Source: an optimization exercise on an open RTL-to-GDS flow (aim: small area, a short achievable clock period and few clock cycles per item). Production flows keep margins and buffers that such runs may drop. Function was checked by simulation only, so behaviour that the tests miss may differ from the original. Power figures rest on the tool's default switching activity, not on a simulated workload.

## flow/design.v (module list and top-level ports; edited modules follow where they fit)
// module Rsa256Core: 393 lines
// module MainTree: 4065 lines
// module SideTree: 161 lines
// module CPA: 1555 lines
// module GP: 4 lines
// module HA: 4 lines
// module HAN: 4 lines
// module FA: 4 lines
module Rsa256Core (
	input          i_clk,
	input          i_rst,
	input          i_start,
	input  [255:0] i_a,
	input  [255:0] i_d,
	input  [255:0] i_n,
	output [255:0] o_a_pow_d,
	output         o_finished
);
  // ...
==> flow/flow/run.sh <==
#!/bin/bash
# Standard ORFS layout (the standard.sh) with a larger setup slack margin
# for timing repair; constraints and clock period are unchanged.
set -euo pipefail
MARGIN=9.5
sed -e "s/SETUP_SLACK_MARGIN=[0-9.]*/SETUP_SLACK_MARGIN=${MARGIN}/" standard.sh > standard_margin.sh
bash standard_margin.sh > orfs_make.log 2>&1
==> flow/standard.sh <==
#!/bin/bash
# synth_recipe.tcl (not shown) runs the flow's synth.tcl, then flattens the netlist and writes it again
# the make line also repeats each setting of config.mk as NAME=value (left out here)
make -C /OpenROAD-flow-scripts/flow DESIGN_CONFIG=/design/flow/config.mk WORK_HOME=/design/flow/orfs CLKGATE_MAP_FILE= SYNTH_SCRIPT=/design/flow/synth_recipe.tcl "${@:-finish}"
==> flow/config.mk <==
export PLATFORM = sky130hd
export DESIGN_NAME = Rsa256Core
export DESIGN_NICKNAME = Rsa256Core
export VERILOG_FILES = /design/flow/design.v
export SDC_FILE = /design/flow/constraint.sdc
export NUM_CORES = 8
export LEC_CHECK = 0
export ABC_CLOCK_PERIOD_IN_PS = 4500
export CAP_MARGIN = 20
export CORE_MARGIN = 2
export CORE_UTILIZATION = 55
export SETUP_SLACK_MARGIN = 5
export SLEW_MARGIN = 20
export SYNTH_HIERARCHICAL = 1
export SYNTH_MINIMUM_KEEP_SIZE = 0
==> flow/constraint.sdc <==
create_clock -name core_clock -period 14.0 [get_ports {i_clk}]
set_input_delay 2.8000 -clock core_clock [delete_from_list [all_inputs] [get_ports {i_clk}]]
set_output_delay 2.8000 -clock core_clock [all_outputs]
set_load 0.01 [all_outputs]
==> reports/qor.csv, run 1 <==
stage,metric,value,unit
power,Comb pwr share,62.3,%
run_status,layout check faults,"capacitance limit, slew limit",
power,switch share,42.8,%
drt,met2 wire len,480000,microns
global_routing,layer with the highest usage,met2,
setup_path,CP max stage delay,0.42,ns
flow_run,MaxCap Viol Count,1,
run_status,outcome,failed layout checks,
floorplan,die height,645,microns
power,Flop pwr share,19.8,%
setup_path,Worst R2R Start,base[264],
yosys,Post-Syn Area per Cell,11.3,sq um
clocking,clk sink count,2203,
clocking,# hold bufs at CTS,0,
power,PwrDens,153,nW/um^2
setup_path,slowest library cell on the worst path,edfxtp_1,
setup_path,CP top delay family,compound AO/OA/AOI/OAI gates,
cells_and_area,Layout area overhead,27.4,%
clocking,CTS tree,done,
setup_path,CP Cell Sequence,buf_6 > buf_12 > buf_12 > buf_16 > buf_12 > buf_16 > ha_4 > inv_2 > a221oi_2 > a21oi_1 > ha_1 > ha_4 > a21o_1 > a21o_1 > a21o_1 > a21o_4 > a21o_1 > a21o_1 > a21o_1 > a21o_4 > ha_4 > nor2_4 > xnor2_4 > mux2_4,
cells_and_area,most frequent cells in the layout,"nand2_1, fa_1, edfxtp_1, fa_2, buf_4",
clocking,Num CTS Buffers,279,
global_routing,first-pass GRT wire length,1670000,microns
power,worst vdd ir,0.000227,V
sta,count of pins over their slew limit,10,
floorplan,# rows,235,
Testbench counts, summed over its fixed seeds: cycles 300,804, items 24.
==> inputs of run 2 (changes only) <==
==> flow/flow/run.sh (replaced) <==
#!/bin/bash
# Standard ORFS layout (the standard.sh) with a larger setup slack margin
# for timing repair and single buf_1 port buffers; constraints and clock
# period are unchanged.
set -euo pipefail
MARGIN=8.0
sed -e "s/SETUP_SLACK_MARGIN=[0-9.]*/SETUP_SLACK_MARGIN=${MARGIN} 'BUFFER_PORTS_ARGS=-buffer_cell sky130_fd_sc_hd__buf_1'/" standard.sh > standard_margin.sh
bash standard_margin.sh > orfs_make.log 2>&1
--- a/flow/config.mk
+++ b/flow/config.mk
@@ -8,3 +8,3 @@
 export ABC_CLOCK_PERIOD_IN_PS = 4500
-export CAP_MARGIN = 20
+export CAP_MARGIN = 35
 export CORE_MARGIN = 2
@@ -12,3 +12,3 @@
 export SETUP_SLACK_MARGIN = 5
-export SLEW_MARGIN = 20
+export SLEW_MARGIN = 35
 export SYNTH_HIERARCHICAL = 1
==> run 2 against run 1 <==
  * The run now finishes clean
  * Global-route usage shrank 8.0 points
  * Flip-flop and latch count is the same
  * Register-to-register slack lost 0.72 ns
  * Clock power grew 0.5%
  * Clock skew shrank 0.018 ns
  * Critical path type unchanged
  * Critical endpoint is now base[109]
  * Largest cell class unchanged
  * Highest routed layer unchanged
==> reports/qor.csv, run 2 <==
stage,metric,value,unit,change
setup_path,CP Cell Sequence,nor2b_4 > buf_16 > a221oi_1 > a21oi_1 > ha_1 > ha_1 > and2_1 > and2_1 > and2_1 > and2_1 > and2_1 > a21o_2 > a21o_1 > ha_2 > nor2_2 > xnor2_1 > buf_4 > mux2_2,,was buf_6 > buf_12 > buf_12 > buf_16 > buf_12 > buf_16 > ha_4 > inv_2 > a221oi_2 > a21oi_1 > ha_1 > ha_4 > a21o_1 > a21o_1 > a21o_1 > a21o_4 > a21o_1 > a21o_1 > a21o_1 > a21o_4 > ha_4 > nor2_4 > xnor2_4 > mux2_4
global_routing,Total GRT Usage,52.3,%,was 60.3%
global_routing,grt ovf,0,,unchanged
yosys,Ys Warns,7,,unchanged
sta,fmax,159,MHz,was 180 MHz
clocking,clock slew at reported path FFs,0.06,ns,about the same
floorplan,# IOs,1028,,unchanged
floorplan,Core ar.,409000,sq um,unchanged
sta,final sum of negative setup slack,0,ns,unchanged
drt,DRC,0,,unchanged
cells_and_area,"most common cell after layout, fill and taps aside",nand2_1,,unchanged
cells_and_area,Layout area overhead,5.68,%,was 27.4%
global_routing,largest net degree at the start of global routing,173,,was 142
floorplan,die area,416000,sq um,unchanged
sta,Clock Skew,0.0678,ns,was 0.0861 ns
clocking,Root Driver,clkbuf_16,,unchanged
drt,Post-Route WL,1090000,microns,was 1290000 microns
placed_design,DP Worst Slack,6.54,ns,was 6.10 ns
sta,final-report setup violation count,0,,unchanged
clocking,clk latency of the worst-skew pair,1.03,ns,was 1.05 ns
global_routing,number of global-route vias before repair,171000,,was 190000
yosys,Syn Std Cell Area,226000,sq um,unchanged
global_routing,first-pass GRT wire length,1470000,microns,was 1670000 microns
clocking,# hold bufs at CTS,0,,unchanged
power,PwrDens,133,nW/um^2,was 153 nW/um^2
cells_and_area,most frequent cells in the layout,"nand2_1, fa_1, edfxtp_1, buf_1, ha_1",,"was nand2_1, fa_1, edfxtp_1, fa_2, buf_4"
clocking,CTS tree,done,,unchanged
setup_path,Worst setup SP type,flip-flop,,unchanged
sta,Final period util,44.9,%,was 39.8%
run_status,outcome,timing/DRC/antenna clean,,was failed layout checks
sta,final setup margin,7.72,ns,was 8.43 ns
cells_and_area,Util after Layout,58.3,%,was 70.4%
sta,unrepaired setup endpoints after global routing,yes,,unchanged
yosys,Post-Syn Area per Cell,11.3,sq um,unchanged
setup_path,Critical Path Most Common Cell,and2_1,,was a21o_1
power,Comb pwr share,42.1,%,was 62.3%
placed_design,DP Wirelength,831000,microns,was 824000 microns
power,Clk pwr share,24.9,%,was 17.9%
hold_path,Hold Crit Depth,1,,unchanged
sta,count of pins over their slew limit,0,,was 10
power,Static Leak,0.0794,uW,was 0.0985 uW
cells_and_area,area occupied by multi-input gates,151000,sq um,was 169000 sq um
setup_path,buffers and inverters on the worst path,2,,was 7
setup_path,Worst EP arrival,7.13,ns,was 6.33 ns
setup_path,CP top delay family,compound AO/OA/AOI/OAI gates,,unchanged
cells_and_area,design area,239000,sq um,was 288000 sq um
setup_path,Worst R2R Start,mode_corr,,was base[264]
cells_and_area,biggest regs,"cn x266, sn x266",,unchanged
setup_path,Crit Path Max Fanout,57,,was 7
sta,Final Hold Fails,0,,unchanged
drt,Vias/cell,6.95,,was 7.36
placed_design,Routability Congestion,1.11,,was 1.10
drt,number of routed nets with antenna violations,0,,unchanged
global_routing,initial antenna violation count,236,,was 270
hold_path,Hold Startpoint,dreg[56],,was dreg[122]
power,switching pwr,14500,uW,was 18800 uW
setup_path,CP Capture Type,flip-flop,,unchanged
setup_path,Worst EP required,14.85,ns,was 14.76 ns
placed_design,Area after DPL,226000,sq um,was 232000 sq um
sta,Worst-Margin Slew,1.16,ns,was 1.50 ns
cells_and_area,FILL cells,34600,,was 28100
floorplan,Initial Util,55.2,%,unchanged
clocking,Num CTS Buffers,284,,was 279
cells_and_area,share of layout cells above drive strength 1,9.10,%,was 31.9%
power,switch share,45.7,%,was 42.8%
flow_run,MaxCap Viol Count,0,,was 1
clocking,clk sink count,2203,,unchanged
floorplan,die height,645,microns,unchanged
yosys,Syn Inst Count,20000,,unchanged
drt,drt pass-1 iters,9,,was 22
floorplan,die width,645,microns,unchanged
clocking,Max Buffers Root-to-Sink,4,,unchanged
power,Internal Power,17200,uW,was 25200 uW
setup_path,FF-to-FF End,base[109],,was base[205]
clocking,H-Tree Depth,5,,unchanged
cells_and_area,sequential cell area,60600,sq um,about the same
sta,Hold Slack,0.543,ns,was 0.539 ns
sta,Tmin final,6.28,ns,was 5.57 ns
floorplan,# rows,235,,unchanged
setup_path,slowest library cell on the worst path,dfrtp_4,,was edfxtp_1
cells_and_area,Final nets,25200,,was 26900
drt,via count,175000,,was 198000
drt,starting DRC count in detailed routing,27600,,was 36400
setup_path,Crit Path Class,flip-flop to flip-flop,,unchanged
hold_path,Worst Hold Endpoint,dreg[57],,was dreg[123]
setup_path,Worst Reg-to-Reg Cells,18,,was 24
sta,Max-slew headroom,22.6,%,was -0.210%
power,worst vdd ir,0.000142,V,was 0.000227 V
drt,DR WL/cell,43.4,microns,was 47.8 microns
placed_design,IO buf count,1027,,unchanged
setup_path,CP max stage delay,0.58,ns,was 0.42 ns
power,Flop pwr share,33.0,%,was 19.8%
hold_path,worst hold path class,flip-flop to flip-flop,,unchanged
setup_path,R2R setup slack,7.72,ns,was 8.43 ns
[run 2: power by group through the flow]
stage	clock network (uW)	registers (uW)	logic (uW)
floorplan	0	8740	6160
global placement	0	10400	11500
detailed placement	0	10300	11900
CTS	7850	10200	12200
global route	8080	10200	13100
finish	7890	10400	13300
[run 2: repair_timing]
| action | in CTS | in global routing |
|---|---|---|
| cloned | 7 | 8 |
| buffers inserted | 17 | 7 |
| pin swaps | 0 | 3 |
| endpoints found under the setup margin | 1208 | 501 |
| gates resized for setup | 146 | 107 |
[run 2: per-stage QoR]
| stage | std cells | total power [uW] |
|---|---|---|
| 2_1_floorplan | 20000 | 14900 |
| 3_3_place_gp | 24400 | 21900 |
| 3_5_place_dp | 24400 | 22200 |
| 4_1_cts | 25000 | 30200 |
| 5_1_grt | 25100 | 31300 |
| 6_report | 25200 | 31700 |
[run 2: routing by layer]
layer	GRT usage [%]	routed length, microns	vias to the layer above
li1	-	-	64500
met1	63.8	371000	90900
met2	69.5	436000	15900
met3	25.1	173000	3892
met4	43.3	113000	174
met5	1.04	1700	-
[run 2: worst max path at each step]
stage	slack, ns	startpoint	to	cells past startpoint
after floorplan	4.49	base[264]	base[253]	20
after global placement	6.55	mode_conv	base[135]	18
after detailed placement	6.54	mode_corr	base[255]	19
after CTS	7.99	base[264]	base[135]	20
after global routing	7.93	a_r[2]	p_r[7]	16
final	7.72	mode_corr	base[109]	18
[run 2: worst register-to-register path, stage by stage (launching register included)]
cell and delay (ns):
dfrtp_4 0.58, nor2b_4 0.35, buf_16 0.27, a221oi_1 0.28
a21oi_1 0.55, ha_1 0.35, ha_1 0.35, and2_1 0.16
and2_1 0.23, and2_1 0.21, and2_1 0.21, and2_1 0.33
a21o_2 0.46, a21o_1 0.53, ha_2 0.31, nor2_2 0.04
xnor2_1 0.46, buf_4 0.28, mux2_2 0.18
[run 2: area by class of cell]
type,count,area share (%)
Inverter,287,0.468
Clock inverter,169,0.766
Sequential cell,2203,25.4
Clock buffer,353,3.27
Multi-Input combinational cell,15100,63.4
Antenna cell,191,0.200
Timing Repair Buffer,1443,3.63
Tap cell,5451,2.86
==> inputs of run 3 (changes only) <==
--- a/flow/flow/run.sh
+++ b/flow/flow/run.sh
@@ -5,3 +5,3 @@
 set -euo pipefail
-MARGIN=8.0
+MARGIN=8.5
 sed -e "s/SETUP_SLACK_MARGIN=[0-9.]*/SETUP_SLACK_MARGIN=${MARGIN} 'BUFFER_PORTS_ARGS=-buffer_cell sky130_fd_sc_hd__buf_1'/" standard.sh > standard_margin.sh
==> run 3 against run 2 <==
  * Still clean
  * Power increased by 2.6%
  * Synthesized cell count unchanged
  * Critical path depth increased by 1
  * Area after synthesis unchanged
  * Wire length increased by 1.9%
  * Sequential power about the same
  * Worst setup slack improved by 0.63 ns
  * Clock power about the same
  * Flip-flop and latch count unchanged
  * Maximum frequency increased by 11%
  * Register-to-register slack improved by 0.63 ns
  * Via count increased by 0.97%
  * Largest power group unchanged
==> reports/qor.csv, run 3 <==
stage,metric,value,unit,change
run_status,outcome,timing/DRC/antenna clean,,unchanged
yosys,Syn Std Cell Area,226000,sq um,unchanged
sta,Tmin final,5.66,ns,was 6.28 ns
flow_run,MaxCap Viol Count,0,,unchanged
drt,wire length on met1,373000,microns,was 371000 microns
clocking,clk sink count,2203,,unchanged
global_routing,initial antenna violation count,242,,was 236
cells_and_area,Final nets,25300,,was 25200
floorplan,# IOs,1028,,unchanged
floorplan,Core ar.,409000,sq um,unchanged
clocking,CTS tree,done,,unchanged
drt,met2 wire len,441000,microns,was 436000 microns
setup_path,Crit Path Max Fanout,50,,was 57
drt,number of routed nets with antenna violations,0,,unchanged
drt,DR WL/cell,44.0,microns,was 43.4 microns
cells_and_area,"most common cell after layout, fill and taps aside",nand2_1,,unchanged
sta,Hold Slack,0.544,ns,was 0.543 ns
floorplan,die area,416000,sq um,unchanged
setup_path,Worst setup SP type,flip-flop,,unchanged
sta,Final Hold Fails,0,,unchanged
power,PwrDens,134,nW/um^2,was 133 nW/um^2
power,Static Leak,0.0806,uW,was 0.0794 uW
clocking,Num CTS Buffers,284,,unchanged
sta,fmax,177,MHz,was 159 MHz
sta,Clock Skew,0.0704,ns,was 0.0678 ns
global_routing,number of global-route vias before repair,172000,,was 171000
setup_path,CP Cell Sequence,buf_4 > buf_8 > nand2_1 > nor2_1 > a211oi_1 > a21oi_1 > ha_1 > ha_1 > and2_1 > and2_1 > and2_1 > and2_2 > and2_1 > and2_1 > a21o_4 > ha_2 > nor2_2 > xnor2_2 > mux2_2,,was nor2b_4 > buf_16 > a221oi_1 > a21oi_1 > ha_1 > ha_1 > and2_1 > and2_1 > and2_1 > and2_1 > and2_1 > a21o_2 > a21o_1 > ha_2 > nor2_2 > xnor2_1 > buf_4 > mux2_2
drt,starting DRC count in detailed routing,28100,,was 27600
global_routing,first-pass GRT wire length,1490000,microns,was 1470000 microns
floorplan,die height,645,microns,unchanged
drt,Max Used Layer,met5,,unchanged
setup_path,buffers and inverters on the worst path,2,,unchanged
placed_design,Routability Congestion,1.11,,unchanged
yosys,Syn Inst Count,20000,,unchanged
global_routing,largest net degree at the start of global routing,173,,unchanged
setup_path,CP Capture Type,flip-flop,,unchanged
cells_and_area,FILL cells,34300,,was 34600
setup_path,slowest library cell on the worst path,xnor2_2,,was dfrtp_4
drt,DRC,0,,unchanged
sta,final sum of negative setup slack,0,ns,unchanged
setup_path,CP max stage delay,0.67,ns,was 0.58 ns
placed_design,DP Wirelength,831000,microns,unchanged
clocking,# hold bufs at CTS,0,,unchanged
global_routing,grt ovf,0,,unchanged
cells_and_area,Layout area overhead,7.43,%,was 5.68%
clocking,Root Driver,clkbuf_16,,unchanged
drt,via count,177000,,was 175000
cells_and_area,most frequent cells in the layout,"nand2_1, fa_1, edfxtp_1, buf_1, ha_1",,unchanged
setup_path,Critical Path Most Common Cell,and2_1,,unchanged
sta,Final period util,40.4,%,was 44.9%
setup_path,Worst EP required,14.88,ns,was 14.85 ns
yosys,Post-Syn Area per Cell,11.3,sq um,unchanged
cells_and_area,biggest regs,"cn x266, sn x266",,unchanged
setup_path,Worst EP arrival,6.54,ns,was 7.13 ns
drt,met3 routed WL,182000,microns,was 173000 microns
floorplan,die width,645,microns,unchanged
power,worst vdd ir,0.000141,V,was 0.000142 V
drt,Vias/cell,6.99,,was 6.95
cells_and_area,share of layout cells above drive strength 1,10.8,%,was 9.10%
drt,Post-Route WL,1120000,microns,was 1090000 microns
clocking,clock slew at reported path FFs,0.06,ns,about the same
drt,drt pass-1 iters,9,,unchanged
floorplan,Initial Util,55.2,%,unchanged
clocking,clk latency of the worst-skew pair,1.03,ns,about the same
hold_path,worst hold path class,flip-flop to flip-flop,,unchanged
setup_path,CP top delay family,simple AND/OR/NAND/NOR gates,,was compound AO/OA/AOI/OAI gates
floorplan,# rows,235,,unchanged
sta,count of pins over their slew limit,0,,unchanged
sta,Worst-Margin Slew,1.21,ns,was 1.16 ns
placed_design,IO buf count,1027,,unchanged
yosys,Ys Warns,7,,unchanged
sta,final-report setup violation count,0,,unchanged
sta,unrepaired setup endpoints after global routing,yes,,unchanged
clocking,Max Buffers Root-to-Sink,4,,unchanged
clocking,H-Tree Depth,5,,unchanged
global_routing,Total GRT Usage,53.1,%,was 52.3%
setup_path,Crit Path Class,flip-flop to flip-flop,,unchanged
sta,Max-slew headroom,19.3,%,was 22.6%
run 3: changes by cell type in the layout (fill, tap and decap cells not counted), moves of 31 or more:
cell,change
and2_1,-33
a21oi_2,+31
a21o_4,+50
buf_12,+34
buf_4,+33
a21o_1,-42
a21oi_1,-53
run 3: area by class of cell:
type | instances | area (sq um) | share of cell area (%)
Antenna cell | 178 | 445 | 0.183
Clock buffer | 353 | 7800 | 3.21
Clock inverter | 169 | 1830 | 0.753
Inverter | 287 | 1120 | 0.461
Multi-Input combinational cell | 15100 | 153000 | 63.1
Sequential cell | 2203 | 60600 | 25.0
Tap cell | 5451 | 6820 | 2.81
Timing Repair Buffer | 1558 | 11000 | 4.52
Timing Repair inverter | 1 | 8.76 | 0.00361
run 3: through the flow:
step	setup WS, ns	power (uW)	std cells	instance area [sq um]	util, %
floorplan	4.49	14900	20000	227000	-
global placement	6.55	21900	24400	225000	55.0
CTS	8.42	30500	25100	239000	58.5
global route	8.31	32100	25200	242000	59.2
detailed placement	6.54	22200	24400	226000	55.3
finish	8.34	32500	25300	243000	59.3
run 3: final timing paths:
path                       startpoint         to  slack (ns)  cells past startpoint
min in group asynchronous       i_rst  mode_conv        1.84                      2
min reg2reg                  dreg[56]   dreg[57]        0.54                      1
max                         mode_corr   base[69]        8.34                     19
max reg2reg                 mode_corr   base[69]        8.34                     19
min                          dreg[56]   dreg[57]        0.54                      1
max in group asynchronous       i_rst   mode_dbl       11.68                      2
run 3: repair_timing:
action | 4_1_cts | 5_1_grt
buffers inserted | 65 | 45
resized for setup | 404 | 309
gates cloned | 31 | 18
pin swaps | 11 | 35
setup endpoints to repair | 1486 | 609
run 3: report_power, final:
part	switching [uW]	leakage (uW)	internal (uW)	total [uW]
Combinational	9340	0.0561	4860	14200
Sequential	2080	0.0199	8350	10400
Clock	3380	0.00467	4510	7890
Total	14800	0.0806	17700	32500
run 3: worst register-to-register path, cell delays in order, from the launching register on:
cell	delay (ns)
dfrtp_4	0.52
buf_4	0.22
buf_8	0.40
nand2_1	0.20
nor2_1	0.16
a211oi_1	0.07
a21oi_1	0.16
ha_1	0.24
ha_1	0.40
and2_1	0.17
and2_1	0.27
and2_1	0.37
and2_2	0.35
and2_1	0.29
and2_1	0.20
a21o_4	0.26
ha_2	0.22
nor2_2	0.04
xnor2_2	0.67
mux2_2	0.29
run 3: metal layers:
layer	track usage (%)	vias up
li1	-	64700
met2	70.3	16500
met3	26.0	4096
met1	64.4	91500
met5	2.24	-
met4	44.4	158

-- afterwards: timing with drivers on the ports --
No port has a modelled driver above. Below, the same layouts with a new extraction and two added sets of constraints.
Step 1 sets driving cells, clkbuf_16 on the clock port and buf_2 on the other inputs (assumed; they add their load-dependent delay and slew).
Step 2, shift: input delay + t, output delay - t, t = (earliest + latest rising clock arrival at the registers) / 2. This alone moves slack from input paths to output paths.
Slacks: no drivers / after step 1 / after step 2; pairs: no drivers / after step 1.
run | shift t [ns] | slack for setup (ns) | worst setup path after step 2
run 1 | 1.137 | 8.430 / 8.430 / 8.430 | register to register
run 2 | 1.131 | 7.715 / 7.715 / 7.715 | register to register
run 3 | 1.136 | 8.342 / 8.342 / 8.342 | register to register
